From an optimization exercise on the open Yosys and OpenROAD flow, aimed at small area; shortcuts taken in it are not production practice.
No functional check of the RTL was part of any run shown here.
No activity file was given, so power comes from the tool's default toggle rates.

==> flow/design.v, too long to show whole: its modules and the start of the top module <==
// module requant_fa: 9 lines
// module requant_ha: 8 lines
// module requant_and2: 6 lines
// module requant_or2: 6 lines
// module requant_ao21: 7 lines
// module requant_pp: 6 lines
// module requant: 1660 lines
module requant (
	clk,
	ce,
	rst,
	data_in,
	sync_in,
	gain,
	data_out,
	sync_out,
	addr,
	ovfl
);
  // ...
==> flow/flow/run.sh <==
#!/bin/bash
# Standard ORFS layout, with plain buf_1 cells as the port buffers.
set -euo pipefail
bash standard.sh "BUFFER_PORTS_ARGS=-buffer_cell sky130_fd_sc_hd__buf_1" finish > make_finish.log 2>&1
==> flow/standard.sh <==
#!/bin/bash
# synth_recipe.tcl (not shown) runs the flow's synth.tcl, then flattens the netlist and writes it again
# the make line also repeats each setting of config.mk as NAME=value (left out here)
make -C /OpenROAD-flow-scripts/flow DESIGN_CONFIG=/design/flow/config.mk WORK_HOME=/design/flow/orfs CLKGATE_MAP_FILE= SYNTH_SCRIPT=/design/flow/synth_recipe.tcl "${@:-finish}"
==> flow/config.mk <==
export PLATFORM = sky130hd
export DESIGN_NAME = requant
export DESIGN_NICKNAME = requant
export VERILOG_FILES = /design/flow/design.v
export SDC_FILE = /design/flow/constraint.sdc
export NUM_CORES = 4
export LEC_CHECK = 0
export CAP_MARGIN = 20
export CORE_MARGIN = 2
export CORE_UTILIZATION = 40
export CTS_BUF_LIST = sky130_fd_sc_hd__clkbuf_8
export GPL_TIMING_DRIVEN = 0
export SLEW_MARGIN = 20
export SYNTH_HIERARCHICAL = 1
export SYNTH_MINIMUM_KEEP_SIZE = 0
==> flow/constraint.sdc <==
create_clock -name core_clock -period 7.0 [get_ports {clk}]
set_input_delay 1.4000 -clock core_clock [delete_from_list [all_inputs] [get_ports {clk}]]
set_output_delay 1.4000 -clock core_clock [all_outputs]
set_load 0.01 [all_outputs]
==> impl_metrics.json, run 1 <==
{
  "grt_use_met2_pct": 29.3,
  "grt_pass1_vias": 7801,
  "path_max_fanout": 11,
  "clkPwrFrac_pct": 9.8,
  "dpl.cell_count": 1392,
  "syn_avg_cell_area_um2": 11.1,
  "comb.multi_input.count": 849,
  "fin_crit_sh_pct": 98.0,
  "hpwl_um": 17600,
  "route.vias.total": 7311,
  "p_leak_nw": 5.25,
  "r2r_start": "im_cin_r",
  "switchingPower_mw": 1.56,
  "fin_crit_ns": 6.86,
  "switching_share_pct": 40.4,
  "report.final.hold_viol_count": 0,
  "status": "no timing/DRC/antenna violations",
  "nets": 1391,
  "ys_top_cells_by_count": "nor2_1, fa_1, edfxtp_1",
  "internal-power_mw": 2.30,
  "io_pins": 80,
  "sh_seq_area_pct": 21.3,
  "crit_arrival_ns": 6.98,
  "die-area_mm2": 0.0282,
  "reg2reg_slack_ns": 3.88,
  "p_comb_share_pct": 65.2,
  "top_layer": "met4",
  "postCtsSetupBuffers": 0,
  "grt.met1_usage_pct": 23.8,
  "hold_start": "sync_fifo[1]",
  "grt_first_pass_wirelength_um": 38900
}
==> inputs of run 2 (changes only) <==
--- a/flow/design.v
+++ b/flow/design.v
@@ -10,16 +10,23 @@
 module requant_ha (a, b, s, co);
 	input wire a;
 	input wire b;
 	output wire s;
 	output wire co;
 	assign s = a ^ b;
 	assign co = a & b;
 endmodule
+module requant_maj (a, b, ci, y);
+	input wire a;
+	input wire b;
+	input wire ci;
+	output wire y;
+	assign y = (a & b) | (a & ci) | (b & ci);
+endmodule
 module requant_and2 (a, b, y);
 	input wire a;
 	input wire b;
 	output wire y;
 	assign y = a & b;
 endmodule
 module requant_or2 (a, b, y);
 	input wire a;
@@ -88,16 +95,18 @@
 	assign re_po[7] = re_po[8] | re_a[7];
 	assign re_po[6] = re_po[7] | re_a[6];
 	assign re_po[5] = re_po[6] | re_a[5];
 	assign re_po[4] = re_po[5] | re_a[4];
 	assign re_po[3] = re_po[4] | re_a[3];
 	assign re_po[2] = re_po[3] | re_a[2];
 	assign re_po[1] = re_po[2] | re_a[1];
 	assign re_po[0] = re_po[1] | re_a[0];
+	wire re_ovhi = (g[1] & re_po[16]) | (g[2] & re_po[15]) | (g[3] & re_po[14]) | (g[4] & re_po[13]) | (g[5] & re_po[12]) | (g[6] & re_po[11]) | (g[7] & re_po[10]) | (g[8] & re_po[9]) | (g[9] & re_po[8]) | (g[10] & re_po[7]);    
+	wire re_ovearly;
 	wire re_p1;
 	wire re_p2;
 	wire re_p3;
 	wire re_p4;
 	wire re_p5;
 	wire re_p6;
 	wire re_p7;
 	wire re_p8;
@@ -468,52 +477,32 @@
 	wire re_w373;
 	wire re_w374;
 	wire re_w375;
 	wire re_w376;
 	wire re_w377;
 	wire re_w378;
 	wire re_w379;
 	wire re_w380;
-	wire re_w381;
-	wire re_w382;
-	wire re_w383;
-	wire re_w384;
-	wire re_w385;
-	wire re_w386;
-	wire re_w387;
-	wire re_w388;
-	wire re_w389;
-	wire re_w390;
-	wire re_w391;
-	wire re_s392;
-	wire re_c393;
-	wire re_s394;
-	wire re_c395;
-	wire re_s396;
-	wire re_c397;
-	wire re_s398;
-	wire re_c399;
-	wire re_s400;
-	wire re_c401;
-	wire re_s402;
-	wire re_c403;
-	wire re_s404;
-	wire re_c405;
-	wire re_w406;
-	wire re_w407;
-	wire re_w408;
-	wire re_w409;
-	wire re_w410;
-	wire re_w411;
-	wire re_w412;
-	wire re_w413;
-	wire re_w414;
-	wire re_w415;
-	wire re_w416;
+	wire re_s381;
+	wire re_c382;
+	wire re_s383;
+	wire re_c384;
+	wire re_s385;
+	wire re_c386;
+	wire re_s387;
+	wire re_c388;
+	wire re_s389;
+	wire re_c390;
+	wire re_s391;
+	wire re_c392;
+	wire re_s393;
+	wire re_c394;
+	wire re_w395;
+	wire re_w396;
 	requant_pp u_re_p1 (.na(re_an[0]), .nb(gn[0]), .p(re_p1));
 	requant_pp u_re_p2 (.na(re_an[1]), .nb(gn[0]), .p(re_p2));
 	requant_pp u_re_p3 (.na(re_an[2]), .nb(gn[0]), .p(re_p3));
 	requant_pp u_re_p4 (.na(re_an[3]), .nb(gn[0]), .p(re_p4));
 	requant_pp u_re_p5 (.na(re_an[4]), .nb(gn[0]), .p(re_p5));
 	requant_pp u_re_p6 (.na(re_an[5]), .nb(gn[0]), .p(re_p6));
 	requant_pp u_re_p7 (.na(re_an[6]), .nb(gn[0]), .p(re_p7));
 	requant_pp u_re_p8 (.na(re_an[7]), .nb(gn[0]), .p(re_p8));
@@ -638,87 +627,87 @@
 	requant_pp u_re_p127 (.na(re_an[1]), .nb(gn[10]), .p(re_p127));
 	requant_pp u_re_p128 (.na(re_an[2]), .nb(gn[10]), .p(re_p128));
 	requant_pp u_re_p129 (.na(re_an[3]), .nb(gn[10]), .p(re_p129));
 	requant_pp u_re_p130 (.na(re_an[4]), .nb(gn[10]), .p(re_p130));
 	requant_pp u_re_p131 (.na(re_an[5]), .nb(gn[10]), .p(re_p131));
 	requant_pp u_re_p132 (.na(re_an[6]), .nb(gn[10]), .p(re_p132));
 	requant_ha u_re_s133 (.a(re_p2), .b(re_p18), .s(re_s133), .co(re_c134));
 	requant_fa u_re_s135 (.a(re_p3), .b(re_p19), .ci(re_p34), .s(re_s135), .co(re_c136));
-	requant_ha u_re_s137 (.a(re_c134), .b(re_s135), .s(re_s137), .co(re_c138));
+	requant_ha u_re_s137 (.a(re_c134), .b(re_c[2]), .s(re_s137), .co(re_c138));
 	requant_fa u_re_s139 (.a(re_p4), .b(re_p20), .ci(re_p35), .s(re_s139), .co(re_c140));
-	requant_fa u_re_s141 (.a(re_p49), .b(re_c136), .ci(re_s139), .s(re_s141), .co(re_c142));
-	requant_ha u_re_s143 (.a(re_c[3]), .b(re_c138), .s(re_s143), .co(re_c144));
+	requant_fa u_re_s141 (.a(re_p49), .b(re_c[3]), .ci(re_c136), .s(re_s141), .co(re_c142));
+	requant_ha u_re_s143 (.a(re_s139), .b(re_c138), .s(re_s143), .co(re_c144));
 	requant_fa u_re_s145 (.a(re_p5), .b(re_p21), .ci(re_p36), .s(re_s145), .co(re_c146));
-	requant_fa u_re_s147 (.a(re_p50), .b(re_p63), .ci(re_c140), .s(re_s147), .co(re_c148));
-	requant_fa u_re_s149 (.a(re_s145), .b(re_c[4]), .ci(re_c142), .s(re_s149), .co(re_c150));
-	requant_ha u_re_s151 (.a(re_s147), .b(re_c144), .s(re_s151), .co(re_c152));
+	requant_fa u_re_s147 (.a(re_p50), .b(re_p63), .ci(re_c[4]), .s(re_s147), .co(re_c148));
+	requant_fa u_re_s149 (.a(re_c140), .b(re_s145), .ci(re_c144), .s(re_s149), .co(re_c150));
+	requant_ha u_re_s151 (.a(re_c142), .b(re_s147), .s(re_s151), .co(re_c152));
 	requant_fa u_re_s153 (.a(re_p6), .b(re_p22), .ci(re_p37), .s(re_s153), .co(re_c154));
 	requant_fa u_re_s155 (.a(re_p51), .b(re_p64), .ci(re_p76), .s(re_s155), .co(re_c156));
-	requant_fa u_re_s157 (.a(re_c146), .b(re_s153), .ci(re_s155), .s(re_s157), .co(re_c158));
-	requant_fa u_re_s159 (.a(re_c[5]), .b(re_c148), .ci(re_s157), .s(re_s159), .co(re_c160));
+	requant_fa u_re_s157 (.a(re_c[5]), .b(re_c146), .ci(re_s153), .s(re_s157), .co(re_c158));
+	requant_fa u_re_s159 (.a(re_s155), .b(re_c148), .ci(re_s157), .s(re_s159), .co(re_c160));
 	requant_ha u_re_s161 (.a(re_c152), .b(re_c150), .s(re_s161), .co(re_c162));
 	requant_fa u_re_s163 (.a(re_p7), .b(re_p23), .ci(re_p38), .s(re_s163), .co(re_c164));
 	requant_fa u_re_s165 (.a(re_p52), .b(re_p65), .ci(re_p77), .s(re_s165), .co(re_c166));
-	requant_fa u_re_s167 (.a(re_p88), .b(re_c154), .ci(re_c156), .s(re_s167), .co(re_c168));
-	requant_fa u_re_s169 (.a(re_s163), .b(re_s165), .ci(re_c[6]), .s(re_s169), .co(re_c170));
+	requant_fa u_re_s167 (.a(re_p88), .b(re_c[6]), .ci(re_c154), .s(re_s167), .co(re_c168));
+	requant_fa u_re_s169 (.a(re_c156), .b(re_s163), .ci(re_s165), .s(re_s169), .co(re_c170));
 	requant_fa u_re_s171 (.a(re_c158), .b(re_s167), .ci(re_s169), .s(re_s171), .co(re_c172));
-	requant_ha u_re_s173 (.a(re_c160), .b(re_c162), .s(re_s173), .co(re_c174));
+	requant_ha u_re_s173 (.a(re_c162), .b(re_c160), .s(re_s173), .co(re_c174));
 	requant_fa u_re_s175 (.a(re_p8), .b(re_p24), .ci(re_p39), .s(re_s175), .co(re_c176));
 	requant_fa u_re_s177 (.a(re_p53), .b(re_p66), .ci(re_p78), .s(re_s177), .co(re_c178));
-	requant_fa u_re_s179 (.a(re_p89), .b(re_p99), .ci(re_c164), .s(re_s179), .co(re_c180));
-	requant_fa u_re_s181 (.a(re_c166), .b(re_s175), .ci(re_s177), .s(re_s181), .co(re_c182));
-	requant_fa u_re_s183 (.a(re_c[7]), .b(re_c168), .ci(re_s179), .s(re_s183), .co(re_c184));
-	requant_fa u_re_s185 (.a(re_s181), .b(re_c170), .ci(re_s183), .s(re_s185), .co(re_c186));
+	requant_fa u_re_s179 (.a(re_p89), .b(re_p99), .ci(re_c[7]), .s(re_s179), .co(re_c180));
+	requant_fa u_re_s181 (.a(re_c164), .b(re_c166), .ci(re_s175), .s(re_s181), .co(re_c182));
+	requant_fa u_re_s183 (.a(re_s177), .b(re_c168), .ci(re_s179), .s(re_s183), .co(re_c184));
+	requant_fa u_re_s185 (.a(re_c170), .b(re_s181), .ci(re_s183), .s(re_s185), .co(re_c186));
 	requant_ha u_re_s187 (.a(re_c172), .b(re_c174), .s(re_s187), .co(re_c188));
 	requant_fa u_re_s189 (.a(re_p9), .b(re_p25), .ci(re_p40), .s(re_s189), .co(re_c190));
 	requant_fa u_re_s191 (.a(re_p54), .b(re_p67), .ci(re_p79), .s(re_s191), .co(re_c192));
 	requant_fa u_re_s193 (.a(re_p90), .b(re_p100), .ci(re_p109), .s(re_s193), .co(re_c194));
-	requant_fa u_re_s195 (.a(re_c176), .b(re_c178), .ci(re_s189), .s(re_s195), .co(re_c196));
-	requant_fa u_re_s197 (.a(re_s191), .b(re_s193), .ci(re_c[8]), .s(re_s197), .co(re_c198));
+	requant_fa u_re_s195 (.a(re_c[8]), .b(re_c176), .ci(re_c178), .s(re_s195), .co(re_c196));
+	requant_fa u_re_s197 (.a(re_s189), .b(re_s191), .ci(re_s193), .s(re_s197), .co(re_c198));
 	requant_fa u_re_s199 (.a(re_c180), .b(re_c182), .ci(re_s195), .s(re_s199), .co(re_c200));
 	requant_fa u_re_s201 (.a(re_s197), .b(re_c184), .ci(re_s199), .s(re_s201), .co(re_c202));
 	requant_ha u_re_s203 (.a(re_c186), .b(re_c188), .s(re_s203), .co(re_c204));
 	requant_fa u_re_s205 (.a(re_p10), .b(re_p26), .ci(re_p41), .s(re_s205), .co(re_c206));
 	requant_fa u_re_s207 (.a(re_p55), .b(re_p68), .ci(re_p80), .s(re_s207), .co(re_c208));
 	requant_fa u_re_s209 (.a(re_p91), .b(re_p101), .ci(re_p110), .s(re_s209), .co(re_c210));
-	requant_fa u_re_s211 (.a(re_p118), .b(re_c190), .ci(re_c192), .s(re_s211), .co(re_c212));
-	requant_fa u_re_s213 (.a(re_c194), .b(re_s205), .ci(re_s207), .s(re_s213), .co(re_c214));
-	requant_fa u_re_s215 (.a(re_s209), .b(re_c[9]), .ci(re_c196), .s(re_s215), .co(re_c216));
-	requant_fa u_re_s217 (.a(re_s211), .b(re_s213), .ci(re_c198), .s(re_s217), .co(re_c218));
+	requant_fa u_re_s211 (.a(re_p118), .b(re_c[9]), .ci(re_c190), .s(re_s211), .co(re_c212));
+	requant_fa u_re_s213 (.a(re_c192), .b(re_c194), .ci(re_s205), .s(re_s213), .co(re_c214));
+	requant_fa u_re_s215 (.a(re_s207), .b(re_s209), .ci(re_c196), .s(re_s215), .co(re_c216));
+	requant_fa u_re_s217 (.a(re_c198), .b(re_s211), .ci(re_s213), .s(re_s217), .co(re_c218));
 	requant_fa u_re_s219 (.a(re_c200), .b(re_s215), .ci(re_s217), .s(re_s219), .co(re_c220));
 	requant_ha u_re_s221 (.a(re_c202), .b(re_s219), .s(re_s221), .co(re_c222));
 	requant_fa u_re_s223 (.a(re_p11), .b(re_p27), .ci(re_p42), .s(re_s223), .co(re_c224));
 	requant_fa u_re_s225 (.a(re_p56), .b(re_p69), .ci(re_p81), .s(re_s225), .co(re_c226));
 	requant_fa u_re_s227 (.a(re_p92), .b(re_p102), .ci(re_p111), .s(re_s227), .co(re_c228));
-	requant_fa u_re_s229 (.a(re_p119), .b(re_p126), .ci(re_c206), .s(re_s229), .co(re_c230));
-	requant_fa u_re_s231 (.a(re_c208), .b(re_c210), .ci(re_s223), .s(re_s231), .co(re_c232));
-	requant_fa u_re_s233 (.a(re_s225), .b(re_s227), .ci(re_c[10]), .s(re_s233), .co(re_c234));
-	requant_fa u_re_s235 (.a(re_c212), .b(re_c214), .ci(re_s229), .s(re_s235), .co(re_c236));
+	requant_fa u_re_s229 (.a(re_p119), .b(re_p126), .ci(re_c[10]), .s(re_s229), .co(re_c230));
+	requant_fa u_re_s231 (.a(re_c206), .b(re_c208), .ci(re_c210), .s(re_s231), .co(re_c232));
+	requant_fa u_re_s233 (.a(re_s223), .b(re_s225), .ci(re_s227), .s(re_s233), .co(re_c234));
+	requant_fa u_re_s235 (.a(re_c212), .b(re_s229), .ci(re_c214), .s(re_s235), .co(re_c236));
 	requant_fa u_re_s237 (.a(re_s231), .b(re_s233), .ci(re_c216), .s(re_s237), .co(re_c238));
-	requant_fa u_re_s239 (.a(re_s235), .b(re_c218), .ci(re_s237), .s(re_s239), .co(re_c240));
-	requant_ha u_re_s241 (.a(re_c220), .b(re_c222), .s(re_s241), .co(re_c242));
+	requant_fa u_re_s239 (.a(re_c218), .b(re_s235), .ci(re_s237), .s(re_s239), .co(re_c240));
+	requant_ha u_re_s241 (.a(re_c220), .b(re_s239), .s(re_s241), .co(re_c242));
 	requant_fa u_re_s243 (.a(re_p12), .b(re_p28), .ci(re_p43), .s(re_s243), .co(re_c244));
 	requant_fa u_re_s245 (.a(re_p57), .b(re_p70), .ci(re_p82), .s(re_s245), .co(re_c246));
 	requant_fa u_re_s247 (.a(re_p93), .b(re_p103), .ci(re_p112), .s(re_s247), .co(re_c248));
 	requant_fa u_re_s249 (.a(re_p120), .b(re_p127), .ci(re_c224), .s(re_s249), .co(re_c250));
 	requant_fa u_re_s251 (.a(re_c226), .b(re_c228), .ci(re_s243), .s(re_s251), .co(re_c252));
 	requant_fa u_re_s253 (.a(re_s245), .b(re_s247), .ci(re_c230), .s(re_s253), .co(re_c254));
-	requant_fa u_re_s255 (.a(re_c232), .b(re_s249), .ci(re_s251), .s(re_s255), .co(re_c256));
-	requant_fa u_re_s257 (.a(re_c234), .b(re_c236), .ci(re_s253), .s(re_s257), .co(re_c258));
+	requant_fa u_re_s255 (.a(re_c232), .b(re_c234), .ci(re_s249), .s(re_s255), .co(re_c256));
+	requant_fa u_re_s257 (.a(re_s251), .b(re_s253), .ci(re_c236), .s(re_s257), .co(re_c258));
 	requant_fa u_re_s259 (.a(re_s255), .b(re_c238), .ci(re_s257), .s(re_s259), .co(re_c260));
 	requant_ha u_re_s261 (.a(re_c240), .b(re_s259), .s(re_s261), .co(re_c262));
 	requant_fa u_re_s263 (.a(re_p13), .b(re_p29), .ci(re_p44), .s(re_s263), .co(re_c264));
 	requant_fa u_re_s265 (.a(re_p58), .b(re_p71), .ci(re_p83), .s(re_s265), .co(re_c266));
 	requant_fa u_re_s267 (.a(re_p94), .b(re_p104), .ci(re_p113), .s(re_s267), .co(re_c268));
 	requant_fa u_re_s269 (.a(re_p121), .b(re_p128), .ci(re_c244), .s(re_s269), .co(re_c270));
 	requant_fa u_re_s271 (.a(re_c246), .b(re_c248), .ci(re_s263), .s(re_s271), .co(re_c272));
 	requant_fa u_re_s273 (.a(re_s265), .b(re_s267), .ci(re_c250), .s(re_s273), .co(re_c274));
 	requant_fa u_re_s275 (.a(re_c252), .b(re_s269), .ci(re_s271), .s(re_s275), .co(re_c276));
-	requant_fa u_re_s277 (.a(re_c254), .b(re_s273), .ci(re_c256), .s(re_s277), .co(re_c278));
+	requant_fa u_re_s277 (.a(re_c254), .b(re_c256), .ci(re_s273), .s(re_s277), .co(re_c278));
 	requant_fa u_re_s279 (.a(re_s275), .b(re_c258), .ci(re_s277), .s(re_s279), .co(re_c280));
 	requant_ha u_re_s281 (.a(re_c260), .b(re_s279), .s(re_s281), .co(re_c282));
 	requant_fa u_re_s283 (.a(re_p14), .b(re_p30), .ci(re_p45), .s(re_s283), .co(re_c284));
 	requant_fa u_re_s285 (.a(re_p59), .b(re_p72), .ci(re_p84), .s(re_s285), .co(re_c286));
 	requant_fa u_re_s287 (.a(re_p95), .b(re_p105), .ci(re_p114), .s(re_s287), .co(re_c288));
 	requant_fa u_re_s289 (.a(re_p122), .b(re_p129), .ci(re_c264), .s(re_s289), .co(re_c290));
 	requant_fa u_re_s291 (.a(re_c266), .b(re_c268), .ci(re_s283), .s(re_s291), .co(re_c292));
 	requant_fa u_re_s293 (.a(re_s285), .b(re_s287), .ci(re_c270), .s(re_s293), .co(re_c294));
@@ -752,64 +741,44 @@
 	requant_fa u_re_s349 (.a(re_p125), .b(re_p132), .ci(re_c324), .s(re_s349), .co(re_c350));
 	requant_fa u_re_s351 (.a(re_c326), .b(re_c328), .ci(re_s343), .s(re_s351), .co(re_c352));
 	requant_fa u_re_s353 (.a(re_s345), .b(re_s347), .ci(re_c330), .s(re_s353), .co(re_c354));
 	requant_fa u_re_s355 (.a(re_c332), .b(re_s349), .ci(re_s351), .s(re_s355), .co(re_c356));
 	requant_fa u_re_s357 (.a(re_c334), .b(re_s353), .ci(re_c336), .s(re_s357), .co(re_c358));
 	requant_fa u_re_s359 (.a(re_s355), .b(re_c338), .ci(re_s357), .s(re_s359), .co(re_c360));
 	requant_ha u_re_s361 (.a(re_c340), .b(re_s359), .s(re_s361), .co(re_c362));
 	requant_and2 u_re_w363 (.a(re_p1), .b(re_c[0]), .y(re_w363));
-	requant_or2 u_re_w364 (.a(re_p1), .b(re_c[0]), .y(re_w364));
-	requant_and2 u_re_w365 (.a(re_s133), .b(re_c[1]), .y(re_w365));
-	requant_or2 u_re_w366 (.a(re_s133), .b(re_c[1]), .y(re_w366));
-	requant_and2 u_re_w367 (.a(re_c[2]), .b(re_s137), .y(re_w367));
-	requant_or2 u_re_w368 (.a(re_c[2]), .b(re_s137), .y(re_w368));
-	requant_and2 u_re_w369 (.a(re_s141), .b(re_s143), .y(re_w369));
-	requant_or2 u_re_w370 (.a(re_s141), .b(re_s143), .y(re_w370));
-	requant_and2 u_re_w371 (.a(re_s151), .b(re_s149), .y(re_w371));
-	requant_or2 u_re_w372 (.a(re_s151), .b(re_s149), .y(re_w372));
-	requant_and2 u_re_w373 (.a(re_s159), .b(re_s161), .y(re_w373));
-	requant_or2 u_re_w374 (.a(re_s159), .b(re_s161), .y(re_w374));
-	requant_and2 u_re_w375 (.a(re_s171), .b(re_s173), .y(re_w375));
-	requant_or2 u_re_w376 (.a(re_s171), .b(re_s173), .y(re_w376));
-	requant_and2 u_re_w377 (.a(re_s185), .b(re_s187), .y(re_w377));
-	requant_or2 u_re_w378 (.a(re_s185), .b(re_s187), .y(re_w378));
-	requant_and2 u_re_w379 (.a(re_s201), .b(re_s203), .y(re_w379));
-	requant_or2 u_re_w380 (.a(re_s201), .b(re_s203), .y(re_w380));
-	requant_and2 u_re_w381 (.a(re_c204), .b(re_s221), .y(re_w381));
-	requant_or2 u_re_w382 (.a(re_c204), .b(re_s221), .y(re_w382));
-	requant_ao21 u_re_w383 (.a(re_w366), .b(re_w363), .c(re_w365), .y(re_w383));
-	requant_ao21 u_re_w384 (.a(re_w368), .b(re_w383), .c(re_w367), .y(re_w384));
-	requant_ao21 u_re_w385 (.a(re_w370), .b(re_w384), .c(re_w369), .y(re_w385));
-	requant_ao21 u_re_w386 (.a(re_w372), .b(re_w385), .c(re_w371), .y(re_w386));
-	requant_ao21 u_re_w387 (.a(re_w374), .b(re_w386), .c(re_w373), .y(re_w387));
-	requant_ao21 u_re_w388 (.a(re_w376), .b(re_w387), .c(re_w375), .y(re_w388));
-	requant_ao21 u_re_w389 (.a(re_w378), .b(re_w388), .c(re_w377), .y(re_w389));
-	requant_ao21 u_re_w390 (.a(re_w380), .b(re_w389), .c(re_w379), .y(re_w390));
-	requant_ao21 u_re_w391 (.a(re_w382), .b(re_w390), .c(re_w381), .y(re_w391));
-	requant_ha u_re_s392 (.a(re_s239), .b(re_s241), .s(re_s392), .co(re_c393));
-	requant_fa u_re_s394 (.a(re_c242), .b(re_s261), .ci(re_c393), .s(re_s394), .co(re_c395));
-	requant_fa u_re_s396 (.a(re_c262), .b(re_s281), .ci(re_c395), .s(re_s396), .co(re_c397));
-	requant_ha u_re_s398 (.a(re_c282), .b(re_s301), .s(re_s398), .co(re_c399));
-	requant_fa u_re_s400 (.a(re_c302), .b(re_s321), .ci(re_c399), .s(re_s400), .co(re_c401));
-	requant_fa u_re_s402 (.a(re_c322), .b(re_s341), .ci(re_c401), .s(re_s402), .co(re_c403));
-	requant_fa u_re_s404 (.a(re_c342), .b(re_s361), .ci(re_c403), .s(re_s404), .co(re_c405));
-	requant_or2 u_re_w406 (.a(re_c344), .b(re_c346), .y(re_w406));
-	requant_or2 u_re_w407 (.a(re_c348), .b(re_w406), .y(re_w407));
-	requant_or2 u_re_w408 (.a(re_ovhi), .b(re_c350), .y(re_w408));
-	requant_or2 u_re_w409 (.a(re_w407), .b(re_c352), .y(re_w409));
-	requant_or2 u_re_w410 (.a(re_w408), .b(re_w409), .y(re_w410));
-	requant_or2 u_re_w411 (.a(re_c354), .b(re_w410), .y(re_w411));
-	requant_or2 u_re_w412 (.a(re_c356), .b(re_w411), .y(re_w412));
-	requant_or2 u_re_w413 (.a(re_w412), .b(re_c358), .y(re_w413));
-	requant_or2 u_re_w414 (.a(re_w413), .b(re_c360), .y(re_w414));
-	requant_or2 u_re_w415 (.a(re_w414), .b(re_c362), .y(re_w415));
-	requant_or2 u_re_w416 (.a(re_w415), .b(re_c405), .y(re_w416));
-	wire re_ovhi = (g[1] & re_po[16]) | (g[2] & re_po[15]) | (g[3] & re_po[14]) | (g[4] & re_po[13]) | (g[5] & re_po[12]) | (g[6] & re_po[11]) | (g[7] & re_po[10]) | (g[8] & re_po[9]) | (g[9] & re_po[8]) | (g[10] & re_po[7]);
-	wire re_ovp = re_w416;
+	requant_maj u_re_w364 (.a(re_c[1]), .b(re_s133), .ci(re_w363), .y(re_w364));
+	requant_maj u_re_w365 (.a(re_s135), .b(re_s137), .ci(re_w364), .y(re_w365));
+	requant_maj u_re_w366 (.a(re_s143), .b(re_s141), .ci(re_w365), .y(re_w366));
+	requant_maj u_re_w367 (.a(re_s151), .b(re_s149), .ci(re_w366), .y(re_w367));
+	requant_maj u_re_w368 (.a(re_s161), .b(re_s159), .ci(re_w367), .y(re_w368));
+	requant_maj u_re_w369 (.a(re_s171), .b(re_s173), .ci(re_w368), .y(re_w369));
+	requant_and2 u_re_w370 (.a(re_s185), .b(re_s187), .y(re_w370));
+	requant_or2 u_re_w371 (.a(re_s185), .b(re_s187), .y(re_w371));
+	requant_and2 u_re_w372 (.a(re_s201), .b(re_s203), .y(re_w372));
+	requant_or2 u_re_w373 (.a(re_s201), .b(re_s203), .y(re_w373));
+	requant_and2 u_re_w374 (.a(re_c204), .b(re_s221), .y(re_w374));
+	requant_or2 u_re_w375 (.a(re_c204), .b(re_s221), .y(re_w375));
+	requant_ao21 u_re_w376 (.a(re_w373), .b(re_w370), .c(re_w372), .y(re_w376));
+	requant_and2 u_re_w377 (.a(re_w373), .b(re_w371), .y(re_w377));
+	requant_ao21 u_re_w378 (.a(re_w375), .b(re_w376), .c(re_w374), .y(re_w378));
+	requant_and2 u_re_w379 (.a(re_w375), .b(re_w377), .y(re_w379));
+	requant_ao21 u_re_w380 (.a(re_w379), .b(re_w369), .c(re_w378), .y(re_w380));
+	requant_ha u_re_s381 (.a(re_c222), .b(re_s241), .s(re_s381), .co(re_c382));
+	requant_fa u_re_s383 (.a(re_c242), .b(re_s261), .ci(re_c382), .s(re_s383), .co(re_c384));
+	requant_fa u_re_s385 (.a(re_c262), .b(re_s281), .ci(re_c384), .s(re_s385), .co(re_c386));
+	requant_ha u_re_s387 (.a(re_c282), .b(re_s301), .s(re_s387), .co(re_c388));
+	requant_fa u_re_s389 (.a(re_c302), .b(re_s321), .ci(re_c388), .s(re_s389), .co(re_c390));
+	requant_fa u_re_s391 (.a(re_c322), .b(re_s341), .ci(re_c390), .s(re_s391), .co(re_c392));
+	requant_fa u_re_s393 (.a(re_c342), .b(re_s361), .ci(re_c392), .s(re_s393), .co(re_c394));
+	assign re_ovearly = re_ovhi | re_c344 | re_c346 | re_c348 | re_c350 | re_c352 | re_c354 | re_c356 | re_c358 | re_c360;
+	requant_or2 u_re_w395 (.a(re_ovearly), .b(re_c362), .y(re_w395));
+	requant_or2 u_re_w396 (.a(re_w395), .b(re_c394), .y(re_w396));
+	wire re_ovp = re_w396;
 	wire im_s = data_in[17];
 	wire [16:0] im_an = ~(data_in[16:0] ^ {17{im_s}});    
 	wire [16:0] im_a = ~im_an;
 	wire [10:0] im_c = gm1 & {11{im_s & gnz}};
 	wire [16:0] im_po;    
 	assign im_po[16] = im_a[16];
 	assign im_po[15] = im_po[16] | im_a[15];
 	assign im_po[14] = im_po[15] | im_a[14];
@@ -822,16 +791,18 @@
 	assign im_po[7] = im_po[8] | im_a[7];
 	assign im_po[6] = im_po[7] | im_a[6];
 	assign im_po[5] = im_po[6] | im_a[5];
 	assign im_po[4] = im_po[5] | im_a[4];
 	assign im_po[3] = im_po[4] | im_a[3];
 	assign im_po[2] = im_po[3] | im_a[2];
 	assign im_po[1] = im_po[2] | im_a[1];
 	assign im_po[0] = im_po[1] | im_a[0];
+	wire im_ovhi = (g[1] & im_po[16]) | (g[2] & im_po[15]) | (g[3] & im_po[14]) | (g[4] & im_po[13]) | (g[5] & im_po[12]) | (g[6] & im_po[11]) | (g[7] & im_po[10]) | (g[8] & im_po[9]) | (g[9] & im_po[8]) | (g[10] & im_po[7]);    
+	wire im_ovearly;
 	wire im_p1;
 	wire im_p2;
 	wire im_p3;
 	wire im_p4;
 	wire im_p5;
 	wire im_p6;
 	wire im_p7;
 	wire im_p8;
@@ -1202,52 +1173,32 @@
 	wire im_w373;
 	wire im_w374;
 	wire im_w375;
 	wire im_w376;
 	wire im_w377;
 	wire im_w378;
 	wire im_w379;
 	wire im_w380;
-	wire im_w381;
-	wire im_w382;
-	wire im_w383;
-	wire im_w384;
-	wire im_w385;
-	wire im_w386;
-	wire im_w387;
-	wire im_w388;
-	wire im_w389;
-	wire im_w390;
-	wire im_w391;
-	wire im_s392;
-	wire im_c393;
-	wire im_s394;
-	wire im_c395;
-	wire im_s396;
-	wire im_c397;
-	wire im_s398;
-	wire im_c399;
-	wire im_s400;
-	wire im_c401;
-	wire im_s402;
-	wire im_c403;
-	wire im_s404;
-	wire im_c405;
-	wire im_w406;
-	wire im_w407;
-	wire im_w408;
-	wire im_w409;
-	wire im_w410;
-	wire im_w411;
-	wire im_w412;
-	wire im_w413;
-	wire im_w414;
-	wire im_w415;
-	wire im_w416;
+	wire im_s381;
+	wire im_c382;
+	wire im_s383;
+	wire im_c384;
+	wire im_s385;
+	wire im_c386;
+	wire im_s387;
+	wire im_c388;
+	wire im_s389;
+	wire im_c390;
+	wire im_s391;
+	wire im_c392;
+	wire im_s393;
+	wire im_c394;
+	wire im_w395;
+	wire im_w396;
 	requant_pp u_im_p1 (.na(im_an[0]), .nb(gn[0]), .p(im_p1));
 	requant_pp u_im_p2 (.na(im_an[1]), .nb(gn[0]), .p(im_p2));
 	requant_pp u_im_p3 (.na(im_an[2]), .nb(gn[0]), .p(im_p3));
 	requant_pp u_im_p4 (.na(im_an[3]), .nb(gn[0]), .p(im_p4));
 	requant_pp u_im_p5 (.na(im_an[4]), .nb(gn[0]), .p(im_p5));
 	requant_pp u_im_p6 (.na(im_an[5]), .nb(gn[0]), .p(im_p6));
 	requant_pp u_im_p7 (.na(im_an[6]), .nb(gn[0]), .p(im_p7));
 	requant_pp u_im_p8 (.na(im_an[7]), .nb(gn[0]), .p(im_p8));
@@ -1372,87 +1323,87 @@
 	requant_pp u_im_p127 (.na(im_an[1]), .nb(gn[10]), .p(im_p127));
 	requant_pp u_im_p128 (.na(im_an[2]), .nb(gn[10]), .p(im_p128));
 	requant_pp u_im_p129 (.na(im_an[3]), .nb(gn[10]), .p(im_p129));
 	requant_pp u_im_p130 (.na(im_an[4]), .nb(gn[10]), .p(im_p130));
 	requant_pp u_im_p131 (.na(im_an[5]), .nb(gn[10]), .p(im_p131));
 	requant_pp u_im_p132 (.na(im_an[6]), .nb(gn[10]), .p(im_p132));
 	requant_ha u_im_s133 (.a(im_p2), .b(im_p18), .s(im_s133), .co(im_c134));
 	requant_fa u_im_s135 (.a(im_p3), .b(im_p19), .ci(im_p34), .s(im_s135), .co(im_c136));
-	requant_ha u_im_s137 (.a(im_c134), .b(im_s135), .s(im_s137), .co(im_c138));
+	requant_ha u_im_s137 (.a(im_c134), .b(im_c[2]), .s(im_s137), .co(im_c138));
 	requant_fa u_im_s139 (.a(im_p4), .b(im_p20), .ci(im_p35), .s(im_s139), .co(im_c140));
-	requant_fa u_im_s141 (.a(im_p49), .b(im_c136), .ci(im_s139), .s(im_s141), .co(im_c142));
-	requant_ha u_im_s143 (.a(im_c[3]), .b(im_c138), .s(im_s143), .co(im_c144));
+	requant_fa u_im_s141 (.a(im_p49), .b(im_c[3]), .ci(im_c136), .s(im_s141), .co(im_c142));
+	requant_ha u_im_s143 (.a(im_s139), .b(im_c138), .s(im_s143), .co(im_c144));
 	requant_fa u_im_s145 (.a(im_p5), .b(im_p21), .ci(im_p36), .s(im_s145), .co(im_c146));
-	requant_fa u_im_s147 (.a(im_p50), .b(im_p63), .ci(im_c140), .s(im_s147), .co(im_c148));
-	requant_fa u_im_s149 (.a(im_s145), .b(im_c[4]), .ci(im_c142), .s(im_s149), .co(im_c150));
-	requant_ha u_im_s151 (.a(im_s147), .b(im_c144), .s(im_s151), .co(im_c152));
+	requant_fa u_im_s147 (.a(im_p50), .b(im_p63), .ci(im_c[4]), .s(im_s147), .co(im_c148));
+	requant_fa u_im_s149 (.a(im_c140), .b(im_s145), .ci(im_c144), .s(im_s149), .co(im_c150));
+	requant_ha u_im_s151 (.a(im_c142), .b(im_s147), .s(im_s151), .co(im_c152));
 	requant_fa u_im_s153 (.a(im_p6), .b(im_p22), .ci(im_p37), .s(im_s153), .co(im_c154));
 	requant_fa u_im_s155 (.a(im_p51), .b(im_p64), .ci(im_p76), .s(im_s155), .co(im_c156));
-	requant_fa u_im_s157 (.a(im_c146), .b(im_s153), .ci(im_s155), .s(im_s157), .co(im_c158));
-	requant_fa u_im_s159 (.a(im_c[5]), .b(im_c148), .ci(im_s157), .s(im_s159), .co(im_c160));
+	requant_fa u_im_s157 (.a(im_c[5]), .b(im_c146), .ci(im_s153), .s(im_s157), .co(im_c158));
+	requant_fa u_im_s159 (.a(im_s155), .b(im_c148), .ci(im_s157), .s(im_s159), .co(im_c160));
 	requant_ha u_im_s161 (.a(im_c152), .b(im_c150), .s(im_s161), .co(im_c162));
 	requant_fa u_im_s163 (.a(im_p7), .b(im_p23), .ci(im_p38), .s(im_s163), .co(im_c164));
 	requant_fa u_im_s165 (.a(im_p52), .b(im_p65), .ci(im_p77), .s(im_s165), .co(im_c166));
-	requant_fa u_im_s167 (.a(im_p88), .b(im_c154), .ci(im_c156), .s(im_s167), .co(im_c168));
-	requant_fa u_im_s169 (.a(im_s163), .b(im_s165), .ci(im_c[6]), .s(im_s169), .co(im_c170));
+	requant_fa u_im_s167 (.a(im_p88), .b(im_c[6]), .ci(im_c154), .s(im_s167), .co(im_c168));
+	requant_fa u_im_s169 (.a(im_c156), .b(im_s163), .ci(im_s165), .s(im_s169), .co(im_c170));
 	requant_fa u_im_s171 (.a(im_c158), .b(im_s167), .ci(im_s169), .s(im_s171), .co(im_c172));
-	requant_ha u_im_s173 (.a(im_c160), .b(im_c162), .s(im_s173), .co(im_c174));
+	requant_ha u_im_s173 (.a(im_c162), .b(im_c160), .s(im_s173), .co(im_c174));
 	requant_fa u_im_s175 (.a(im_p8), .b(im_p24), .ci(im_p39), .s(im_s175), .co(im_c176));
 	requant_fa u_im_s177 (.a(im_p53), .b(im_p66), .ci(im_p78), .s(im_s177), .co(im_c178));
-	requant_fa u_im_s179 (.a(im_p89), .b(im_p99), .ci(im_c164), .s(im_s179), .co(im_c180));
-	requant_fa u_im_s181 (.a(im_c166), .b(im_s175), .ci(im_s177), .s(im_s181), .co(im_c182));
-	requant_fa u_im_s183 (.a(im_c[7]), .b(im_c168), .ci(im_s179), .s(im_s183), .co(im_c184));
-	requant_fa u_im_s185 (.a(im_s181), .b(im_c170), .ci(im_s183), .s(im_s185), .co(im_c186));
+	requant_fa u_im_s179 (.a(im_p89), .b(im_p99), .ci(im_c[7]), .s(im_s179), .co(im_c180));
+	requant_fa u_im_s181 (.a(im_c164), .b(im_c166), .ci(im_s175), .s(im_s181), .co(im_c182));
+	requant_fa u_im_s183 (.a(im_s177), .b(im_c168), .ci(im_s179), .s(im_s183), .co(im_c184));
+	requant_fa u_im_s185 (.a(im_c170), .b(im_s181), .ci(im_s183), .s(im_s185), .co(im_c186));
 	requant_ha u_im_s187 (.a(im_c172), .b(im_c174), .s(im_s187), .co(im_c188));
 	requant_fa u_im_s189 (.a(im_p9), .b(im_p25), .ci(im_p40), .s(im_s189), .co(im_c190));
 	requant_fa u_im_s191 (.a(im_p54), .b(im_p67), .ci(im_p79), .s(im_s191), .co(im_c192));
 	requant_fa u_im_s193 (.a(im_p90), .b(im_p100), .ci(im_p109), .s(im_s193), .co(im_c194));
-	requant_fa u_im_s195 (.a(im_c176), .b(im_c178), .ci(im_s189), .s(im_s195), .co(im_c196));
-	requant_fa u_im_s197 (.a(im_s191), .b(im_s193), .ci(im_c[8]), .s(im_s197), .co(im_c198));
+	requant_fa u_im_s195 (.a(im_c[8]), .b(im_c176), .ci(im_c178), .s(im_s195), .co(im_c196));
+	requant_fa u_im_s197 (.a(im_s189), .b(im_s191), .ci(im_s193), .s(im_s197), .co(im_c198));
 	requant_fa u_im_s199 (.a(im_c180), .b(im_c182), .ci(im_s195), .s(im_s199), .co(im_c200));
 	requant_fa u_im_s201 (.a(im_s197), .b(im_c184), .ci(im_s199), .s(im_s201), .co(im_c202));
 	requant_ha u_im_s203 (.a(im_c186), .b(im_c188), .s(im_s203), .co(im_c204));
 	requant_fa u_im_s205 (.a(im_p10), .b(im_p26), .ci(im_p41), .s(im_s205), .co(im_c206));
 	requant_fa u_im_s207 (.a(im_p55), .b(im_p68), .ci(im_p80), .s(im_s207), .co(im_c208));
 	requant_fa u_im_s209 (.a(im_p91), .b(im_p101), .ci(im_p110), .s(im_s209), .co(im_c210));
-	requant_fa u_im_s211 (.a(im_p118), .b(im_c190), .ci(im_c192), .s(im_s211), .co(im_c212));
-	requant_fa u_im_s213 (.a(im_c194), .b(im_s205), .ci(im_s207), .s(im_s213), .co(im_c214));
-	requant_fa u_im_s215 (.a(im_s209), .b(im_c[9]), .ci(im_c196), .s(im_s215), .co(im_c216));
-	requant_fa u_im_s217 (.a(im_s211), .b(im_s213), .ci(im_c198), .s(im_s217), .co(im_c218));
+	requant_fa u_im_s211 (.a(im_p118), .b(im_c[9]), .ci(im_c190), .s(im_s211), .co(im_c212));
+	requant_fa u_im_s213 (.a(im_c192), .b(im_c194), .ci(im_s205), .s(im_s213), .co(im_c214));
+	requant_fa u_im_s215 (.a(im_s207), .b(im_s209), .ci(im_c196), .s(im_s215), .co(im_c216));
+	requant_fa u_im_s217 (.a(im_c198), .b(im_s211), .ci(im_s213), .s(im_s217), .co(im_c218));
 	requant_fa u_im_s219 (.a(im_c200), .b(im_s215), .ci(im_s217), .s(im_s219), .co(im_c220));
 	requant_ha u_im_s221 (.a(im_c202), .b(im_s219), .s(im_s221), .co(im_c222));
 	requant_fa u_im_s223 (.a(im_p11), .b(im_p27), .ci(im_p42), .s(im_s223), .co(im_c224));
 	requant_fa u_im_s225 (.a(im_p56), .b(im_p69), .ci(im_p81), .s(im_s225), .co(im_c226));
 	requant_fa u_im_s227 (.a(im_p92), .b(im_p102), .ci(im_p111), .s(im_s227), .co(im_c228));
-	requant_fa u_im_s229 (.a(im_p119), .b(im_p126), .ci(im_c206), .s(im_s229), .co(im_c230));
-	requant_fa u_im_s231 (.a(im_c208), .b(im_c210), .ci(im_s223), .s(im_s231), .co(im_c232));
-	requant_fa u_im_s233 (.a(im_s225), .b(im_s227), .ci(im_c[10]), .s(im_s233), .co(im_c234));
-	requant_fa u_im_s235 (.a(im_c212), .b(im_c214), .ci(im_s229), .s(im_s235), .co(im_c236));
+	requant_fa u_im_s229 (.a(im_p119), .b(im_p126), .ci(im_c[10]), .s(im_s229), .co(im_c230));
+	requant_fa u_im_s231 (.a(im_c206), .b(im_c208), .ci(im_c210), .s(im_s231), .co(im_c232));
+	requant_fa u_im_s233 (.a(im_s223), .b(im_s225), .ci(im_s227), .s(im_s233), .co(im_c234));
+	requant_fa u_im_s235 (.a(im_c212), .b(im_s229), .ci(im_c214), .s(im_s235), .co(im_c236));
 	requant_fa u_im_s237 (.a(im_s231), .b(im_s233), .ci(im_c216), .s(im_s237), .co(im_c238));
-	requant_fa u_im_s239 (.a(im_s235), .b(im_c218), .ci(im_s237), .s(im_s239), .co(im_c240));
-	requant_ha u_im_s241 (.a(im_c220), .b(im_c222), .s(im_s241), .co(im_c242));
+	requant_fa u_im_s239 (.a(im_c218), .b(im_s235), .ci(im_s237), .s(im_s239), .co(im_c240));
+	requant_ha u_im_s241 (.a(im_c220), .b(im_s239), .s(im_s241), .co(im_c242));
 	requant_fa u_im_s243 (.a(im_p12), .b(im_p28), .ci(im_p43), .s(im_s243), .co(im_c244));
 	requant_fa u_im_s245 (.a(im_p57), .b(im_p70), .ci(im_p82), .s(im_s245), .co(im_c246));
 	requant_fa u_im_s247 (.a(im_p93), .b(im_p103), .ci(im_p112), .s(im_s247), .co(im_c248));
 	requant_fa u_im_s249 (.a(im_p120), .b(im_p127), .ci(im_c224), .s(im_s249), .co(im_c250));
 	requant_fa u_im_s251 (.a(im_c226), .b(im_c228), .ci(im_s243), .s(im_s251), .co(im_c252));
 	requant_fa u_im_s253 (.a(im_s245), .b(im_s247), .ci(im_c230), .s(im_s253), .co(im_c254));
-	requant_fa u_im_s255 (.a(im_c232), .b(im_s249), .ci(im_s251), .s(im_s255), .co(im_c256));
-	requant_fa u_im_s257 (.a(im_c234), .b(im_c236), .ci(im_s253), .s(im_s257), .co(im_c258));
+	requant_fa u_im_s255 (.a(im_c232), .b(im_c234), .ci(im_s249), .s(im_s255), .co(im_c256));
+	requant_fa u_im_s257 (.a(im_s251), .b(im_s253), .ci(im_c236), .s(im_s257), .co(im_c258));
 	requant_fa u_im_s259 (.a(im_s255), .b(im_c238), .ci(im_s257), .s(im_s259), .co(im_c260));
 	requant_ha u_im_s261 (.a(im_c240), .b(im_s259), .s(im_s261), .co(im_c262));
 	requant_fa u_im_s263 (.a(im_p13), .b(im_p29), .ci(im_p44), .s(im_s263), .co(im_c264));
 	requant_fa u_im_s265 (.a(im_p58), .b(im_p71), .ci(im_p83), .s(im_s265), .co(im_c266));
 	requant_fa u_im_s267 (.a(im_p94), .b(im_p104), .ci(im_p113), .s(im_s267), .co(im_c268));
 	requant_fa u_im_s269 (.a(im_p121), .b(im_p128), .ci(im_c244), .s(im_s269), .co(im_c270));
 	requant_fa u_im_s271 (.a(im_c246), .b(im_c248), .ci(im_s263), .s(im_s271), .co(im_c272));
 	requant_fa u_im_s273 (.a(im_s265), .b(im_s267), .ci(im_c250), .s(im_s273), .co(im_c274));
 	requant_fa u_im_s275 (.a(im_c252), .b(im_s269), .ci(im_s271), .s(im_s275), .co(im_c276));
-	requant_fa u_im_s277 (.a(im_c254), .b(im_s273), .ci(im_c256), .s(im_s277), .co(im_c278));
+	requant_fa u_im_s277 (.a(im_c254), .b(im_c256), .ci(im_s273), .s(im_s277), .co(im_c278));
 	requant_fa u_im_s279 (.a(im_s275), .b(im_c258), .ci(im_s277), .s(im_s279), .co(im_c280));
 	requant_ha u_im_s281 (.a(im_c260), .b(im_s279), .s(im_s281), .co(im_c282));
 	requant_fa u_im_s283 (.a(im_p14), .b(im_p30), .ci(im_p45), .s(im_s283), .co(im_c284));
 	requant_fa u_im_s285 (.a(im_p59), .b(im_p72), .ci(im_p84), .s(im_s285), .co(im_c286));
 	requant_fa u_im_s287 (.a(im_p95), .b(im_p105), .ci(im_p114), .s(im_s287), .co(im_c288));
 	requant_fa u_im_s289 (.a(im_p122), .b(im_p129), .ci(im_c264), .s(im_s289), .co(im_c290));
 	requant_fa u_im_s291 (.a(im_c266), .b(im_c268), .ci(im_s283), .s(im_s291), .co(im_c292));
 	requant_fa u_im_s293 (.a(im_s285), .b(im_s287), .ci(im_c270), .s(im_s293), .co(im_c294));
@@ -1486,64 +1437,44 @@
 	requant_fa u_im_s349 (.a(im_p125), .b(im_p132), .ci(im_c324), .s(im_s349), .co(im_c350));
 	requant_fa u_im_s351 (.a(im_c326), .b(im_c328), .ci(im_s343), .s(im_s351), .co(im_c352));
 	requant_fa u_im_s353 (.a(im_s345), .b(im_s347), .ci(im_c330), .s(im_s353), .co(im_c354));
 	requant_fa u_im_s355 (.a(im_c332), .b(im_s349), .ci(im_s351), .s(im_s355), .co(im_c356));
 	requant_fa u_im_s357 (.a(im_c334), .b(im_s353), .ci(im_c336), .s(im_s357), .co(im_c358));
 	requant_fa u_im_s359 (.a(im_s355), .b(im_c338), .ci(im_s357), .s(im_s359), .co(im_c360));
 	requant_ha u_im_s361 (.a(im_c340), .b(im_s359), .s(im_s361), .co(im_c362));
 	requant_and2 u_im_w363 (.a(im_p1), .b(im_c[0]), .y(im_w363));
-	requant_or2 u_im_w364 (.a(im_p1), .b(im_c[0]), .y(im_w364));
-	requant_and2 u_im_w365 (.a(im_s133), .b(im_c[1]), .y(im_w365));
-	requant_or2 u_im_w366 (.a(im_s133), .b(im_c[1]), .y(im_w366));
-	requant_and2 u_im_w367 (.a(im_c[2]), .b(im_s137), .y(im_w367));
-	requant_or2 u_im_w368 (.a(im_c[2]), .b(im_s137), .y(im_w368));
-	requant_and2 u_im_w369 (.a(im_s141), .b(im_s143), .y(im_w369));
-	requant_or2 u_im_w370 (.a(im_s141), .b(im_s143), .y(im_w370));
-	requant_and2 u_im_w371 (.a(im_s151), .b(im_s149), .y(im_w371));
-	requant_or2 u_im_w372 (.a(im_s151), .b(im_s149), .y(im_w372));
-	requant_and2 u_im_w373 (.a(im_s159), .b(im_s161), .y(im_w373));
-	requant_or2 u_im_w374 (.a(im_s159), .b(im_s161), .y(im_w374));
-	requant_and2 u_im_w375 (.a(im_s171), .b(im_s173), .y(im_w375));
-	requant_or2 u_im_w376 (.a(im_s171), .b(im_s173), .y(im_w376));
-	requant_and2 u_im_w377 (.a(im_s185), .b(im_s187), .y(im_w377));
-	requant_or2 u_im_w378 (.a(im_s185), .b(im_s187), .y(im_w378));
-	requant_and2 u_im_w379 (.a(im_s201), .b(im_s203), .y(im_w379));
-	requant_or2 u_im_w380 (.a(im_s201), .b(im_s203), .y(im_w380));
-	requant_and2 u_im_w381 (.a(im_c204), .b(im_s221), .y(im_w381));
-	requant_or2 u_im_w382 (.a(im_c204), .b(im_s221), .y(im_w382));
-	requant_ao21 u_im_w383 (.a(im_w366), .b(im_w363), .c(im_w365), .y(im_w383));
-	requant_ao21 u_im_w384 (.a(im_w368), .b(im_w383), .c(im_w367), .y(im_w384));
-	requant_ao21 u_im_w385 (.a(im_w370), .b(im_w384), .c(im_w369), .y(im_w385));
-	requant_ao21 u_im_w386 (.a(im_w372), .b(im_w385), .c(im_w371), .y(im_w386));
-	requant_ao21 u_im_w387 (.a(im_w374), .b(im_w386), .c(im_w373), .y(im_w387));
-	requant_ao21 u_im_w388 (.a(im_w376), .b(im_w387), .c(im_w375), .y(im_w388));
-	requant_ao21 u_im_w389 (.a(im_w378), .b(im_w388), .c(im_w377), .y(im_w389));
-	requant_ao21 u_im_w390 (.a(im_w380), .b(im_w389), .c(im_w379), .y(im_w390));
-	requant_ao21 u_im_w391 (.a(im_w382), .b(im_w390), .c(im_w381), .y(im_w391));
-	requant_ha u_im_s392 (.a(im_s239), .b(im_s241), .s(im_s392), .co(im_c393));
-	requant_fa u_im_s394 (.a(im_c242), .b(im_s261), .ci(im_c393), .s(im_s394), .co(im_c395));
-	requant_fa u_im_s396 (.a(im_c262), .b(im_s281), .ci(im_c395), .s(im_s396), .co(im_c397));
-	requant_ha u_im_s398 (.a(im_c282), .b(im_s301), .s(im_s398), .co(im_c399));
-	requant_fa u_im_s400 (.a(im_c302), .b(im_s321), .ci(im_c399), .s(im_s400), .co(im_c401));
-	requant_fa u_im_s402 (.a(im_c322), .b(im_s341), .ci(im_c401), .s(im_s402), .co(im_c403));
-	requant_fa u_im_s404 (.a(im_c342), .b(im_s361), .ci(im_c403), .s(im_s404), .co(im_c405));
-	requant_or2 u_im_w406 (.a(im_c344), .b(im_c346), .y(im_w406));
-	requant_or2 u_im_w407 (.a(im_c348), .b(im_w406), .y(im_w407));
-	requant_or2 u_im_w408 (.a(im_ovhi), .b(im_c350), .y(im_w408));
-	requant_or2 u_im_w409 (.a(im_w407), .b(im_c352), .y(im_w409));
-	requant_or2 u_im_w410 (.a(im_w408), .b(im_w409), .y(im_w410));
-	requant_or2 u_im_w411 (.a(im_c354), .b(im_w410), .y(im_w411));
-	requant_or2 u_im_w412 (.a(im_c356), .b(im_w411), .y(im_w412));
-	requant_or2 u_im_w413 (.a(im_w412), .b(im_c358), .y(im_w413));
-	requant_or2 u_im_w414 (.a(im_w413), .b(im_c360), .y(im_w414));
-	requant_or2 u_im_w415 (.a(im_w414), .b(im_c362), .y(im_w415));
-	requant_or2 u_im_w416 (.a(im_w415), .b(im_c405), .y(im_w416));
-	wire im_ovhi = (g[1] & im_po[16]) | (g[2] & im_po[15]) | (g[3] & im_po[14]) | (g[4] & im_po[13]) | (g[5] & im_po[12]) | (g[6] & im_po[11]) | (g[7] & im_po[10]) | (g[8] & im_po[9]) | (g[9] & im_po[8]) | (g[10] & im_po[7]);
-	wire im_ovp = im_w416;
+	requant_maj u_im_w364 (.a(im_c[1]), .b(im_s133), .ci(im_w363), .y(im_w364));
+	requant_maj u_im_w365 (.a(im_s135), .b(im_s137), .ci(im_w364), .y(im_w365));
+	requant_maj u_im_w366 (.a(im_s143), .b(im_s141), .ci(im_w365), .y(im_w366));
+	requant_maj u_im_w367 (.a(im_s151), .b(im_s149), .ci(im_w366), .y(im_w367));
+	requant_maj u_im_w368 (.a(im_s161), .b(im_s159), .ci(im_w367), .y(im_w368));
+	requant_maj u_im_w369 (.a(im_s171), .b(im_s173), .ci(im_w368), .y(im_w369));
+	requant_and2 u_im_w370 (.a(im_s185), .b(im_s187), .y(im_w370));
+	requant_or2 u_im_w371 (.a(im_s185), .b(im_s187), .y(im_w371));
+	requant_and2 u_im_w372 (.a(im_s201), .b(im_s203), .y(im_w372));
+	requant_or2 u_im_w373 (.a(im_s201), .b(im_s203), .y(im_w373));
+	requant_and2 u_im_w374 (.a(im_c204), .b(im_s221), .y(im_w374));
+	requant_or2 u_im_w375 (.a(im_c204), .b(im_s221), .y(im_w375));
+	requant_ao21 u_im_w376 (.a(im_w373), .b(im_w370), .c(im_w372), .y(im_w376));
+	requant_and2 u_im_w377 (.a(im_w373), .b(im_w371), .y(im_w377));
+	requant_ao21 u_im_w378 (.a(im_w375), .b(im_w376), .c(im_w374), .y(im_w378));
+	requant_and2 u_im_w379 (.a(im_w375), .b(im_w377), .y(im_w379));
+	requant_ao21 u_im_w380 (.a(im_w379), .b(im_w369), .c(im_w378), .y(im_w380));
+	requant_ha u_im_s381 (.a(im_c222), .b(im_s241), .s(im_s381), .co(im_c382));
+	requant_fa u_im_s383 (.a(im_c242), .b(im_s261), .ci(im_c382), .s(im_s383), .co(im_c384));
+	requant_fa u_im_s385 (.a(im_c262), .b(im_s281), .ci(im_c384), .s(im_s385), .co(im_c386));
+	requant_ha u_im_s387 (.a(im_c282), .b(im_s301), .s(im_s387), .co(im_c388));
+	requant_fa u_im_s389 (.a(im_c302), .b(im_s321), .ci(im_c388), .s(im_s389), .co(im_c390));
+	requant_fa u_im_s391 (.a(im_c322), .b(im_s341), .ci(im_c390), .s(im_s391), .co(im_c392));
+	requant_fa u_im_s393 (.a(im_c342), .b(im_s361), .ci(im_c392), .s(im_s393), .co(im_c394));
+	assign im_ovearly = im_ovhi | im_c344 | im_c346 | im_c348 | im_c350 | im_c352 | im_c354 | im_c356 | im_c358 | im_c360;
+	requant_or2 u_im_w395 (.a(im_ovearly), .b(im_c362), .y(im_w395));
+	requant_or2 u_im_w396 (.a(im_w395), .b(im_c394), .y(im_w396));
+	wire im_ovp = im_w396;
 	reg re_cin_r;
 	reg re_r10_0;
 	reg re_r11_0;
 	reg re_r12_0;
 	reg re_k13_r;
 	reg re_r13_0;
 	reg re_r14_0;
 	reg re_r15_0;
@@ -1558,36 +1489,36 @@
 	reg im_r13_0;
 	reg im_r14_0;
 	reg im_r15_0;
 	reg im_r16_0;
 	reg im_s_r;
 	reg im_ovp_r;
 	always @(posedge clk)
 		if (ce) begin
-			re_cin_r <= re_w391;
-			re_r10_0 <= re_s392;
-			re_r11_0 <= re_s394;
-			re_r12_0 <= re_s396;
-			re_k13_r <= re_c397;
-			re_r13_0 <= re_s398;
-			re_r14_0 <= re_s400;
-			re_r15_0 <= re_s402;
-			re_r16_0 <= re_s404;
+			re_cin_r <= re_w380;
+			re_r10_0 <= re_s381;
+			re_r11_0 <= re_s383;
+			re_r12_0 <= re_s385;
+			re_k13_r <= re_c386;
+			re_r13_0 <= re_s387;
+			re_r14_0 <= re_s389;
+			re_r15_0 <= re_s391;
+			re_r16_0 <= re_s393;
 			re_s_r <= re_s;
 			re_ovp_r <= re_ovp;
-			im_cin_r <= im_w391;
-			im_r10_0 <= im_s392;
-			im_r11_0 <= im_s394;
-			im_r12_0 <= im_s396;
-			im_k13_r <= im_c397;
-			im_r13_0 <= im_s398;
-			im_r14_0 <= im_s400;
-			im_r15_0 <= im_s402;
-			im_r16_0 <= im_s404;
+			im_cin_r <= im_w380;
+			im_r10_0 <= im_s381;
+			im_r11_0 <= im_s383;
+			im_r12_0 <= im_s385;
+			im_k13_r <= im_c386;
+			im_r13_0 <= im_s387;
+			im_r14_0 <= im_s389;
+			im_r15_0 <= im_s391;
+			im_r16_0 <= im_s393;
 			im_s_r <= im_s;
 			im_ovp_r <= im_ovp;
 		end
 	wire re2_s1;
 	wire re2_c2;
 	wire re2_s3;
 	wire re2_c4;
 	wire re2_s5;
==> run 2 against run 1 <==
- utilization is 0.36 points higher
- combinational power is essentially flat
- clock skew about the same
- setup slack better by 0.012 ns
- first-iteration DRC count grew 1.5%
- global-route usage about the same
- sequential share of layout area up 0.43 points
- sequential cell count did not move
- design area decreased by 2.0%
- synthesized cell count is 3.5% lower
- via count is 2.4% lower
- maximum frequency up 0.17%
- largest cell class unchanged
- highest routed layer unchanged
==> impl_metrics.json, run 2 <==
{
  "report.final.hold_viol_count": 0,
  "diodes": 0,
  "ys_warn_count": 7,
  "path_clk_slew_ns": 0.09,
  "die-area_mm2": 0.0277,
  "synthFlopType": "edfxtp_1",
  "power_density_mw_per_mm2": 328,
  "yosys.area.top_type": "fa_1",
  "gp_congestion": 0.858,
  "synthTopCellsByArea": "fa_1, edfxtp_1, nor2_1",
  "status": "no timing/DRC/antenna violations",
  "die_h_um": 166,
  "grt_overflow_total": 0,
  "cts_buffers": 9,
  "drc": 0,
  "initial_core_util_pct": 40.6,
  "clock_path_buffers": 2,
  "cp.required_ns": 7.10,
  "numPortBuffers": 79,
  "largestRegisters": "st2: 17 flops, st3: 17 flops, st4: 17 flops",
  "vdd_drop_max_uv": 195,
  "synthToLayoutAreaGrowth_pct": 12.4,
  "ys_ff_latch": 92,
  "grt_first_pass_wirelength_um": 39100,
  "worst-setup-path-type": "in -> reg",
  "instances_no_fill": 1370,
  "grt_max_degree": 36,
  "hpwl_um": 17500,
  "layout_common_cells": "nor2_1, fa_1, buf_1",
  "crit_arrival_ns": 6.95,
  "whs_ns": 0.332,
  "cts_root_buf": "clkbuf_8",
  "antenna_found_initial": 0,
  "synthCells": 933,
  "start_kind": "input pin",
  "route.vias.total": 7135,
  "clock-sinks": 92,
  "rows": 59,
  "hold_path_class": "reg -> reg",
  "syn_avg_cell_area_um2": 11.3,
  "path_max_fanout": 10,
  "drive_gt1_share_pct": 7.34,
  "first_iter_violations": 402,
  "routedWlPerCell_um": 16.8,
  "postLayoutCoreUtil_pct": 45.6,
  "layout_commonest_cell": "nor2_1",
  "drv_cap": 0,
  "cts_max_level": 3,
  "nFillCells": 2469,
  "fmax_ghz": 0.146,
  "wl_um": 23000,
  "async_reset_ff_share_pct": 0,
  "nets": 1359,
  "clock_latency_ns": 0.35,
  "tightest_slew_ns": 0.951,
  "clock_skew_ns": 0.0119,
  "yosysTopAreaCellShare_pct": 39.9,
  "vias_per_cell": 5.21,
  "track_usage_pct": 17.5,
  "setup_viol": 0,
  "grt_pass1_vias": 7859,
  "p_leak_nw": 5.08,
  "netlist_area_mm2": 0.0105,
  "yosysSeqAreaShare_pct": 24.4,
  "die_x_um": 166,
  "ys_top_cells_by_count": "nor2_1, fa_1, edfxtp_1",
  "maxSlewViolCount": 0,
  "io_pins": 80,
  "ant_nets": 0,
  "tritoncts": "yes",
  "synth-edff-count": 73,
  "postCtsSetupBuffers": 0,
  "synth.distinct_cells": 39,
  "synth.most_common_cell": "nor2_1",
  "fin_crit_sh_pct": 97.9,
  "dpl.cell_count": 1349,
  "fin_crit_ns": 6.85,
  "core_mm2": 0.0260,
  "syn-num-nets": 1262,
  "detail_route.first_pass.iterations": 5,
  "endpoint_kind": "register",
  "relSlewSlack_pct": 36.2
}
==> run 2: worst max-delay path: stages <==
cell and delay [ns]:
clkbuf_2 0.18, clkbuf_4 0.27, xnor2_1 0.79, nor2_1 0.15
fa_1 0.51, fa_1 0.46, fa_1 0.46, fa_1 0.53
fa_1 0.42, ha_1 0.21, ha_1 0.21, fa_1 0.38
fa_1 0.39, fa_1 0.35, or2_1 0.25
==> run 2: what timing repair did <==
| action | CTS | global route |
|---|---|---|
| setup endpoints to repair | 4 | 4 |
| hold buffers | 0 | 0 |
| resized for setup | 18 | 17 |
| hold endpoints to repair | 0 | 0 |
==> run 2: final timing paths <==
kind / cells after the start / to / slack [ns] / start
max: 15 / im_ovp_r / 0.15 / data_in[17]
min: 0 / sync_fifo[0] / 0.33 / sync_fifo[1]
max reg2reg: 10 / st2[0] / 3.88 / im_cin_r
min reg2reg: 0 / sync_fifo[0] / 0.33 / sync_fifo[1]
==> run 2: cells by family after synthesis <==
| group | synth area share, % |
|---|---|
| and+or+nand+nor | 17.3 |
| adders and majority gates | 49.2 |
| DFF | 24.4 |
| xor gates and xnor gates | 4.73 |
| AOI/OAI and AO/OA | 2.92 |
| buffers and inverters | 0.985 |
| muxes | 0.498 |
==> run 2: per-module statistics from Yosys (local to each module, per instance) <==
module | flip-flops and latches | cell area, um2 | times used
requant_or2 | 0 | 6.26 | 10
requant_and2 | 0 | 6.26 | 12
requant | 92 | 4430 | 1
requant_maj | 0 | 11.3 | 12
requant_pp | 0 | 3.75 | 264
requant_ha | 0 | 12.5 | 48
requant_ao21 | 0 | 7.51 | 6
requant_fa | 0 | 20.0 | 210
==> run 2: cell type report <==
class	count	area [um2]	area share [%]
multi-input combinational	818	8110	68.4
sequential	92	2570	21.7
tap	335	419	3.54
timing repair buffer	86	410	3.46
clock buffer	9	124	1.04
clock inverter	7	96.3	0.813
buffer	12	75.1	0.633
inverter	11	45.0	0.380
==> run 2: report_power, final <==
| part | switching (mW) | internal, mW |
|---|---|---|
| clock network | 0.191 | 0.204 |
| logic | 1.34 | 1.20 |
| registers | 0.0347 | 0.922 |
==> run 2: per-layer routing <==
layer	global-route usage [%]	routed length (um)	vias to the layer above
met1	23.7	10200	3646
met2	29.1	11300	220
met5	0	0	-
met3	2.74	1160	21
li1	-	-	3248
met4	5.13	320	0
==> run 2: stage by stage <==
step / power, mW / TNS, ns / setup WS [ns] / area, um2
after global placement: 3.44 / -3.60 / -0.807 / 11300
after floorplan: 2.84 / 0 / 0.161 / 10500
after CTS: 3.98 / 0 / 0.0474 / 11600
after global routing: 4.44 / -0.0104 / -0.0104 / 11900
after detailed placement: 3.53 / -3.97 / -0.798 / 11300
final: 3.89 / 0 / 0.149 / 11900

-- afterwards: timing with drivers on the ports --
How much do the figures lean on ideal ports? The routed layouts below were timed once more, with nothing changed but the port constraints. Step 1: set_driving_cell puts a clkbuf_16 on clk and a buf_2 on each other input, an assumption about the parent block. Step 2 moves the port delays by t, midway between the first and last clock arrival at a register: inputs arrive t later, outputs are due t later. That takes back most of the time a late clock gives input paths. Three values: no drivers, after step 1, after step 2; two values: the first two.
| run | t (ns) | setup slack, ns | cell pins on the clock port's net |
|---|---|---|---|
| run 1 | 0.398 | 0.137 / 0.144 / -0.254 | 1 |
| run 2 | 0.378 | 0.149 / 0.162 / -0.216 | 1 |
With both steps, setup timing fails in run 1 and run 2, where it was met with ideal ports. For run 1, which loses most, drivers alone change the setup slack by +0.007 ns; drivers and shift together by -0.391 ns.
